This design comes from an exercise in tuning for small area and a short achievable clock period on the open sky130 flow, not from production work.
Function was checked by simulation only, so behaviour that the tests miss may differ from the original.

==> inputs of run a <==
Design calc_top, start of the top module:
module calc_top (
   input              clk,
   input              rst,
   input      [15:0]  data_x,
   input      [1:0]   KEY,
   input      [6:0]   SW,
   output     [7:0]   HEX0,
   output     [7:0]   HEX1,
   output     [7:0]   HEX2,
   output     [7:0]   HEX3,
   output     [7:0]   HEX4,
   output     [7:0]   HEX5,
   output     [1:0]   LEDR
   );
clock: 28.0 ns
lec_check: 0
cap_margin: 20
core_margin: 2
core_utilization: 65
cts_buf_list: sky130_fd_sc_hd__clkbuf_8
cts_cluster_diameter: 40
cts_cluster_size: 16
place_density: 0.8
slew_margin: 20
standard.sh (not shown) runs the stock make flow with config.mk's settings and CLKGATE_MAP_FILE= SYNTH_SCRIPT=/design/flow/synth_recipe.tcl, a recipe that flattens the netlist after the stock synthesis.
==> flow/flow/run.sh <==
#!/bin/bash
# Own layout flow: the standard synthesis, then the combinational logic
# between the registers is mapped again by ABC (the registers, their names
# and cell types stay as the standard synthesis made them), then the standard flow's
# standard layout steps from floorplan to finish, with timing repair aiming
# past zero slack and plain buffers on the ports.
set -euo pipefail
W=$(pwd)
R=$W/orfs/results/$FLOW_PLATFORM/calc_top/base
ABC_SCRIPT="+strash;dc2;b;dch,-f;map;topo;dnsize"
ABC_SCRIPT2="+strash;dch,-f;amap;topo;dnsize"
MARGIN=13
YOSYS=yosys
[[ -x $FLOW_HOME/../tools/install/yosys/bin/yosys ]] && YOSYS=$FLOW_HOME/../tools/install/yosys/bin/yosys

bash standard.sh synth > $W/std_synth.log 2>&1
cp $R/1_2_yosys.v $W/std_netlist.v

DONT_USE=$(make -s -C $FLOW_HOME DESIGN_CONFIG=$W/config.mk WORK_HOME=$W/orfs print-DONT_USE_CELLS | sed -n 's/^DONT_USE_CELLS: *//p' | tail -1)
LIB=$(make -s -C $FLOW_HOME DESIGN_CONFIG=$W/config.mk WORK_HOME=$W/orfs print-LIB_FILES | sed -n 's/^LIB_FILES: *//p' | tail -1)
export REMAP_IN=$W/std_netlist.v REMAP_OUT=$W/remap_netlist.v REMAP_LIB="$LIB" \
       REMAP_DONT_USE="$DONT_USE" REMAP_TOP=$FLOW_TOP REMAP_SCRIPT="$ABC_SCRIPT" \
       REMAP_SCRIPT2="$ABC_SCRIPT2"
$YOSYS -c $W/flow/remap.tcl > $W/remap.log 2>&1
cp $W/remap_netlist.v $R/1_2_yosys.v
rm -f $R/1_synth.odb $R/1_synth.sdc

bash standard.sh SETUP_SLACK_MARGIN=$MARGIN SETUP_MOVE_SEQUENCE=unbuffer,sizeup,swap,buffer \
   BUFFER_PORTS_ARGS="-buffer_cell sky130_fd_sc_hd__buf_2" finish > $W/layout.log 2>&1
==> flow/flow/remap.tcl <==
# Map the standard synthesis's combinational logic again.  The cone that
# drives the outputs (the critical paths, from SW to HEX) is mapped for
# delay, the rest for area.  Registers are kept as black boxes, so their
# instances, names and cell types are untouched.
yosys -import
set lib [lindex $::env(REMAP_LIB) 0]
read_liberty -ignore_miss_func -ignore_miss_dir $lib
read_verilog $::env(REMAP_IN)
hierarchy -top $::env(REMAP_TOP)
setattr -mod -set blackbox 1 sky130_fd_sc_hd__*df*
flatten
opt_clean -purge
set du {}
foreach c $::env(REMAP_DONT_USE) { lappend du -dont_use $c }
select -set oc o:HEX* o:LEDR* %u %ci*:-sky130_fd_sc_hd__dfxtp_1:-sky130_fd_sc_hd__edfxtp_1
abc -liberty $lib {*}$du -script $::env(REMAP_SCRIPT) @oc
select -clear
abc -liberty $lib {*}$du -script $::env(REMAP_SCRIPT2)
opt_clean -purge
hilomap -singleton -hicell sky130_fd_sc_hd__conb_1 HI -locell sky130_fd_sc_hd__conb_1 LO
setundef -zero
splitnets
opt_clean -purge
insbuf -buf sky130_fd_sc_hd__buf_4 A X
read_liberty -lib -ignore_miss_func -ignore_miss_dir $lib
hierarchy -top $::env(REMAP_TOP)
tee -o remap_stat.txt stat -liberty $lib
check -assert
write_verilog -noattr -nohex -nodec $::env(REMAP_OUT)
==> run b (differences from run a) <==
--- a/flow/design.v
+++ b/flow/design.v
@@ -662,51 +662,51 @@
 wire [9:0] v = ({10{SW[2]}} & f)   | ({10{SW[3]}} & op1)   | ({10{SW[4]}} & op2) |
                ({10{SW[5]}} & sum_v) | ({10{SW[6]}} & dif_v);
 wire nothing = (SW[6:2] != 5'b00001) & (SW[6:2] != 5'b00010) & (SW[6:2] != 5'b00100) &
                (SW[6:2] != 5'b01000) & (SW[6:2] != 5'b10000);
 wire neg = v[9];
 wire [4:0] hi = v[8:4] ^ {5{neg}};
 reg [3:0] lo_o, hi_o, hi_t;
-reg [0:0] lo_t;
+reg lo_t;
 reg [2:0] hi_h;
 always @(*) begin
    case ({neg, v[3:0]})
-   5'd0: begin lo_o = 4'd0; lo_t = 1'd0; end
-   5'd1: begin lo_o = 4'd1; lo_t = 1'd0; end
-   5'd2: begin lo_o = 4'd2; lo_t = 1'd0; end
-   5'd3: begin lo_o = 4'd3; lo_t = 1'd0; end
-   5'd4: begin lo_o = 4'd4; lo_t = 1'd0; end
-   5'd5: begin lo_o = 4'd5; lo_t = 1'd0; end
-   5'd6: begin lo_o = 4'd6; lo_t = 1'd0; end
-   5'd7: begin lo_o = 4'd7; lo_t = 1'd0; end
-   5'd8: begin lo_o = 4'd8; lo_t = 1'd0; end
-   5'd9: begin lo_o = 4'd9; lo_t = 1'd0; end
-   5'd10: begin lo_o = 4'd0; lo_t = 1'd1; end
-   5'd11: begin lo_o = 4'd1; lo_t = 1'd1; end
-   5'd12: begin lo_o = 4'd2; lo_t = 1'd1; end
-   5'd13: begin lo_o = 4'd3; lo_t = 1'd1; end
-   5'd14: begin lo_o = 4'd4; lo_t = 1'd1; end
-   5'd15: begin lo_o = 4'd5; lo_t = 1'd1; end
-   5'd16: begin lo_o = 4'd6; lo_t = 1'd1; end
-   5'd17: begin lo_o = 4'd5; lo_t = 1'd1; end
-   5'd18: begin lo_o = 4'd4; lo_t = 1'd1; end
-   5'd19: begin lo_o = 4'd3; lo_t = 1'd1; end
-   5'd20: begin lo_o = 4'd2; lo_t = 1'd1; end
-   5'd21: begin lo_o = 4'd1; lo_t = 1'd1; end
-   5'd22: begin lo_o = 4'd0; lo_t = 1'd1; end
-   5'd23: begin lo_o = 4'd9; lo_t = 1'd0; end
-   5'd24: begin lo_o = 4'd8; lo_t = 1'd0; end
-   5'd25: begin lo_o = 4'd7; lo_t = 1'd0; end
-   5'd26: begin lo_o = 4'd6; lo_t = 1'd0; end
-   5'd27: begin lo_o = 4'd5; lo_t = 1'd0; end
-   5'd28: begin lo_o = 4'd4; lo_t = 1'd0; end
-   5'd29: begin lo_o = 4'd3; lo_t = 1'd0; end
-   5'd30: begin lo_o = 4'd2; lo_t = 1'd0; end
-   5'd31: begin lo_o = 4'd1; lo_t = 1'd0; end
-   default: begin lo_o = 4'd0; lo_t = 1'd0; end
+   5'd0: begin lo_o = 4'd0; lo_t = 1'b0; end
+   5'd1: begin lo_o = 4'd1; lo_t = 1'b0; end
+   5'd2: begin lo_o = 4'd2; lo_t = 1'b0; end
+   5'd3: begin lo_o = 4'd3; lo_t = 1'b0; end
+   5'd4: begin lo_o = 4'd4; lo_t = 1'b0; end
+   5'd5: begin lo_o = 4'd5; lo_t = 1'b0; end
+   5'd6: begin lo_o = 4'd6; lo_t = 1'b0; end
+   5'd7: begin lo_o = 4'd7; lo_t = 1'b0; end
+   5'd8: begin lo_o = 4'd8; lo_t = 1'b0; end
+   5'd9: begin lo_o = 4'd9; lo_t = 1'b0; end
+   5'd10: begin lo_o = 4'd0; lo_t = 1'b1; end
+   5'd11: begin lo_o = 4'd1; lo_t = 1'b1; end
+   5'd12: begin lo_o = 4'd2; lo_t = 1'b1; end
+   5'd13: begin lo_o = 4'd3; lo_t = 1'b1; end
+   5'd14: begin lo_o = 4'd4; lo_t = 1'b1; end
+   5'd15: begin lo_o = 4'd5; lo_t = 1'b1; end
+   5'd16: begin lo_o = 4'd6; lo_t = 1'b1; end
+   5'd17: begin lo_o = 4'd5; lo_t = 1'b1; end
+   5'd18: begin lo_o = 4'd4; lo_t = 1'b1; end
+   5'd19: begin lo_o = 4'd3; lo_t = 1'b1; end
+   5'd20: begin lo_o = 4'd2; lo_t = 1'b1; end
+   5'd21: begin lo_o = 4'd1; lo_t = 1'b1; end
+   5'd22: begin lo_o = 4'd0; lo_t = 1'b1; end
+   5'd23: begin lo_o = 4'd9; lo_t = 1'b0; end
+   5'd24: begin lo_o = 4'd8; lo_t = 1'b0; end
+   5'd25: begin lo_o = 4'd7; lo_t = 1'b0; end
+   5'd26: begin lo_o = 4'd6; lo_t = 1'b0; end
+   5'd27: begin lo_o = 4'd5; lo_t = 1'b0; end
+   5'd28: begin lo_o = 4'd4; lo_t = 1'b0; end
+   5'd29: begin lo_o = 4'd3; lo_t = 1'b0; end
+   5'd30: begin lo_o = 4'd2; lo_t = 1'b0; end
+   5'd31: begin lo_o = 4'd1; lo_t = 1'b0; end
+   default: begin lo_o = 4'd0; lo_t = 1'b0; end
    endcase
    case (hi)
    5'd0: begin hi_o = 4'd0; hi_t = 4'd0; hi_h = 3'd0; end
    5'd1: begin hi_o = 4'd6; hi_t = 4'd1; hi_h = 3'd0; end
    5'd2: begin hi_o = 4'd2; hi_t = 4'd3; hi_h = 3'd0; end
    5'd3: begin hi_o = 4'd8; hi_t = 4'd4; hi_h = 3'd0; end
    5'd4: begin hi_o = 4'd4; hi_t = 4'd6; hi_h = 3'd0; end
--- a/flow/flow/run.sh
+++ b/flow/flow/run.sh
@@ -21,9 +21,9 @@
 export REMAP_IN=$W/std_netlist.v REMAP_OUT=$W/remap_netlist.v REMAP_LIB="$LIB" \
        REMAP_DONT_USE="$DONT_USE" REMAP_TOP=$FLOW_TOP REMAP_SCRIPT="$ABC_SCRIPT" \
        REMAP_SCRIPT2="$ABC_SCRIPT2"
 $YOSYS -c $W/flow/remap.tcl > $W/remap.log 2>&1
 cp $W/remap_netlist.v $R/1_2_yosys.v
 rm -f $R/1_synth.odb $R/1_synth.sdc
 
-bash standard.sh SETUP_SLACK_MARGIN=$MARGIN SETUP_MOVE_SEQUENCE=unbuffer,sizeup,swap,buffer \
+bash standard.sh SETUP_SLACK_MARGIN=$MARGIN \
    BUFFER_PORTS_ARGS="-buffer_cell sky130_fd_sc_hd__buf_2" finish > $W/layout.log 2>&1
- CTS_BUF_LIST: sky130_fd_sc_hd__clkbuf_8 -> sky130_fd_sc_hd__clkbuf_16
- CTS_CLUSTER_DIAMETER: 40 -> 60
- CTS_CLUSTER_SIZE: 16 -> 30
- PLACE_DENSITY: 0.8 -> unset
==> run c (differences from run a) <==
--- a/flow/design.v
+++ b/flow/design.v
@@ -662,51 +662,51 @@
 wire [9:0] v = ({10{SW[2]}} & f)   | ({10{SW[3]}} & op1)   | ({10{SW[4]}} & op2) |
                ({10{SW[5]}} & sum_v) | ({10{SW[6]}} & dif_v);
 wire nothing = (SW[6:2] != 5'b00001) & (SW[6:2] != 5'b00010) & (SW[6:2] != 5'b00100) &
                (SW[6:2] != 5'b01000) & (SW[6:2] != 5'b10000);
 wire neg = v[9];
 wire [4:0] hi = v[8:4] ^ {5{neg}};
 reg [3:0] lo_o, hi_o, hi_t;
-reg [0:0] lo_t;
+reg lo_t;
 reg [2:0] hi_h;
 always @(*) begin
    case ({neg, v[3:0]})
-   5'd0: begin lo_o = 4'd0; lo_t = 1'd0; end
-   5'd1: begin lo_o = 4'd1; lo_t = 1'd0; end
-   5'd2: begin lo_o = 4'd2; lo_t = 1'd0; end
-   5'd3: begin lo_o = 4'd3; lo_t = 1'd0; end
-   5'd4: begin lo_o = 4'd4; lo_t = 1'd0; end
-   5'd5: begin lo_o = 4'd5; lo_t = 1'd0; end
-   5'd6: begin lo_o = 4'd6; lo_t = 1'd0; end
-   5'd7: begin lo_o = 4'd7; lo_t = 1'd0; end
-   5'd8: begin lo_o = 4'd8; lo_t = 1'd0; end
-   5'd9: begin lo_o = 4'd9; lo_t = 1'd0; end
-   5'd10: begin lo_o = 4'd0; lo_t = 1'd1; end
-   5'd11: begin lo_o = 4'd1; lo_t = 1'd1; end
-   5'd12: begin lo_o = 4'd2; lo_t = 1'd1; end
-   5'd13: begin lo_o = 4'd3; lo_t = 1'd1; end
-   5'd14: begin lo_o = 4'd4; lo_t = 1'd1; end
-   5'd15: begin lo_o = 4'd5; lo_t = 1'd1; end
-   5'd16: begin lo_o = 4'd6; lo_t = 1'd1; end
-   5'd17: begin lo_o = 4'd5; lo_t = 1'd1; end
-   5'd18: begin lo_o = 4'd4; lo_t = 1'd1; end
-   5'd19: begin lo_o = 4'd3; lo_t = 1'd1; end
-   5'd20: begin lo_o = 4'd2; lo_t = 1'd1; end
-   5'd21: begin lo_o = 4'd1; lo_t = 1'd1; end
-   5'd22: begin lo_o = 4'd0; lo_t = 1'd1; end
-   5'd23: begin lo_o = 4'd9; lo_t = 1'd0; end
-   5'd24: begin lo_o = 4'd8; lo_t = 1'd0; end
-   5'd25: begin lo_o = 4'd7; lo_t = 1'd0; end
-   5'd26: begin lo_o = 4'd6; lo_t = 1'd0; end
-   5'd27: begin lo_o = 4'd5; lo_t = 1'd0; end
-   5'd28: begin lo_o = 4'd4; lo_t = 1'd0; end
-   5'd29: begin lo_o = 4'd3; lo_t = 1'd0; end
-   5'd30: begin lo_o = 4'd2; lo_t = 1'd0; end
-   5'd31: begin lo_o = 4'd1; lo_t = 1'd0; end
-   default: begin lo_o = 4'd0; lo_t = 1'd0; end
+   5'd0: begin lo_o = 4'd0; lo_t = 1'b0; end
+   5'd1: begin lo_o = 4'd1; lo_t = 1'b0; end
+   5'd2: begin lo_o = 4'd2; lo_t = 1'b0; end
+   5'd3: begin lo_o = 4'd3; lo_t = 1'b0; end
+   5'd4: begin lo_o = 4'd4; lo_t = 1'b0; end
+   5'd5: begin lo_o = 4'd5; lo_t = 1'b0; end
+   5'd6: begin lo_o = 4'd6; lo_t = 1'b0; end
+   5'd7: begin lo_o = 4'd7; lo_t = 1'b0; end
+   5'd8: begin lo_o = 4'd8; lo_t = 1'b0; end
+   5'd9: begin lo_o = 4'd9; lo_t = 1'b0; end
+   5'd10: begin lo_o = 4'd0; lo_t = 1'b1; end
+   5'd11: begin lo_o = 4'd1; lo_t = 1'b1; end
+   5'd12: begin lo_o = 4'd2; lo_t = 1'b1; end
+   5'd13: begin lo_o = 4'd3; lo_t = 1'b1; end
+   5'd14: begin lo_o = 4'd4; lo_t = 1'b1; end
+   5'd15: begin lo_o = 4'd5; lo_t = 1'b1; end
+   5'd16: begin lo_o = 4'd6; lo_t = 1'b1; end
+   5'd17: begin lo_o = 4'd5; lo_t = 1'b1; end
+   5'd18: begin lo_o = 4'd4; lo_t = 1'b1; end
+   5'd19: begin lo_o = 4'd3; lo_t = 1'b1; end
+   5'd20: begin lo_o = 4'd2; lo_t = 1'b1; end
+   5'd21: begin lo_o = 4'd1; lo_t = 1'b1; end
+   5'd22: begin lo_o = 4'd0; lo_t = 1'b1; end
+   5'd23: begin lo_o = 4'd9; lo_t = 1'b0; end
+   5'd24: begin lo_o = 4'd8; lo_t = 1'b0; end
+   5'd25: begin lo_o = 4'd7; lo_t = 1'b0; end
+   5'd26: begin lo_o = 4'd6; lo_t = 1'b0; end
+   5'd27: begin lo_o = 4'd5; lo_t = 1'b0; end
+   5'd28: begin lo_o = 4'd4; lo_t = 1'b0; end
+   5'd29: begin lo_o = 4'd3; lo_t = 1'b0; end
+   5'd30: begin lo_o = 4'd2; lo_t = 1'b0; end
+   5'd31: begin lo_o = 4'd1; lo_t = 1'b0; end
+   default: begin lo_o = 4'd0; lo_t = 1'b0; end
    endcase
    case (hi)
    5'd0: begin hi_o = 4'd0; hi_t = 4'd0; hi_h = 3'd0; end
    5'd1: begin hi_o = 4'd6; hi_t = 4'd1; hi_h = 3'd0; end
    5'd2: begin hi_o = 4'd2; hi_t = 4'd3; hi_h = 3'd0; end
    5'd3: begin hi_o = 4'd8; hi_t = 4'd4; hi_h = 3'd0; end
    5'd4: begin hi_o = 4'd4; hi_t = 4'd6; hi_h = 3'd0; end
==> flow/flow/run.sh (replaced) <==
#!/bin/bash
# Own layout flow: the standard synthesis, then the combinational logic
# between the registers is mapped again by ABC (the registers, their names
# and cell types stay as the standard synthesis made them), then the standard flow's
# standard layout steps from floorplan to finish, with timing repair aiming
# past zero slack and plain buffers on the ports.
set -euo pipefail
W=$(pwd)
R=$W/orfs/results/$FLOW_PLATFORM/calc_top/base
ABC_SCRIPT="+strash;dch,-f;amap;topo;dnsize"
MARGIN=13
YOSYS=yosys
[[ -x $FLOW_HOME/../tools/install/yosys/bin/yosys ]] && YOSYS=$FLOW_HOME/../tools/install/yosys/bin/yosys

bash standard.sh synth > $W/std_synth.log 2>&1
cp $R/1_2_yosys.v $W/std_netlist.v

DONT_USE=$(make -s -C $FLOW_HOME DESIGN_CONFIG=$W/config.mk WORK_HOME=$W/orfs print-DONT_USE_CELLS | sed -n 's/^DONT_USE_CELLS: *//p' | tail -1)
LIB=$(make -s -C $FLOW_HOME DESIGN_CONFIG=$W/config.mk WORK_HOME=$W/orfs print-LIB_FILES | sed -n 's/^LIB_FILES: *//p' | tail -1)
export REMAP_IN=$W/std_netlist.v REMAP_OUT=$W/remap_netlist.v REMAP_LIB="$LIB" \
       REMAP_DONT_USE="$DONT_USE" REMAP_TOP=$FLOW_TOP REMAP_SCRIPT="$ABC_SCRIPT"
$YOSYS -c $W/flow/remap.tcl > $W/remap.log 2>&1
cp $W/remap_netlist.v $R/1_2_yosys.v
rm -f $R/1_synth.odb $R/1_synth.sdc

bash standard.sh SETUP_SLACK_MARGIN=$MARGIN \
   BUFFER_PORTS_ARGS="-buffer_cell sky130_fd_sc_hd__buf_2" finish > $W/layout.log 2>&1
==> flow/flow/remap.tcl (replaced) <==
# Map the standard synthesis's combinational logic again, for area.
# Registers are kept as black boxes, so their instances, names and cell
# types are untouched.
yosys -import
set lib [lindex $::env(REMAP_LIB) 0]
read_liberty -ignore_miss_func -ignore_miss_dir $lib
read_verilog $::env(REMAP_IN)
hierarchy -top $::env(REMAP_TOP)
setattr -mod -set blackbox 1 sky130_fd_sc_hd__*df*
flatten
opt_clean -purge
tee -o remap_before.txt stat
set du {}
foreach c $::env(REMAP_DONT_USE) { lappend du -dont_use $c }
abc -liberty $lib {*}$du -script $::env(REMAP_SCRIPT)
opt_clean -purge
hilomap -singleton -hicell sky130_fd_sc_hd__conb_1 HI -locell sky130_fd_sc_hd__conb_1 LO
setundef -zero
splitnets
opt_clean -purge
insbuf -buf sky130_fd_sc_hd__buf_4 A X
read_liberty -lib -ignore_miss_func -ignore_miss_dir $lib
hierarchy -top $::env(REMAP_TOP)
tee -o remap_stat.txt stat -liberty $lib
check -assert
write_verilog -noattr -nohex -nodec $::env(REMAP_OUT)
- CTS_BUF_LIST: sky130_fd_sc_hd__clkbuf_8 -> sky130_fd_sc_hd__clkbuf_16
- CTS_CLUSTER_DIAMETER: 40 -> 60
- CTS_CLUSTER_SIZE: 16 -> 30
- PLACE_DENSITY: 0.8 -> unset
==> qor summary <==
| item | run a | run c | run b |
|---|---|---|---|
| Worst path slowest cell | a221oi_2 | a31oi_2 | a22oi_2 |
| Wire length per cell | 15.1 um | 17.0 um | 16.1 um |
| Global router's overall resource usage | 24.0% | 26.0% | 25.4% |
| Number of setup buffers added after CTS | 8 | 54 | 7 |
| Hpwl dp | 16200 um | 14500 um | 16000 um |
| Metal3 WL | 1400 um | 1310 um | 1790 um |
| Share of final layout cell area taken by non-clock buffers | 3.21% | 7.33% | 3.60% |
| Number of instances in the synthesized netlist | 1232 | 1094 | 1232 |
| Clock insertion delay at the later pin of the skew report | 570 ps | 510 ps | 520 ps |
| Number of diodes | 1 | 0 | 1 |
| Vias per Instance | 5.60 | 5.77 | 5.73 |
| Fraction of area in clock buffers and inverters | 4.63% | 4.26% | 5.06% |
| Outcome | finished clean | finished clean | finished clean |
| Destination of the worst register-to-register timing path | sb[11] | f16[9] | sb[11] |
| Final non-filler cell total | 1589 | 1485 | 1573 |

==> static timing again, ports no longer ideal <==
In the flow no input, the clock included, has a driving cell. The finished layouts below were timed again as built, in two steps. Step 1 assumes that a clkbuf_16 drives the clock port and a buf_2 every other input. Step 2 adds t to the input delays and takes it off the output delays; t is the mean of the earliest and latest rising clock arrival at the registers after step 1. Input paths then give back, and output paths get back, about the clock's delay inside the block. Slacks: ideal / step 1 / step 2; pairs: ideal / step 1.
run	t, ns	slack for setup (ns)	worst setup path after step 2	worst data-port slew with drivers (ns)
run a	0.602	13.174 / 13.136 / 13.136	input to output	0.07
run b	0.553	13.077 / 12.996 / 12.996	input to output	0.08
run c	0.540	11.634 / 11.499 / 11.499	input to output	0.14
After both steps setup and hold are still met in every run listed. For run c, which loses most, drivers alone change the setup slack by -0.135 ns; drivers and shift together by -0.135 ns.
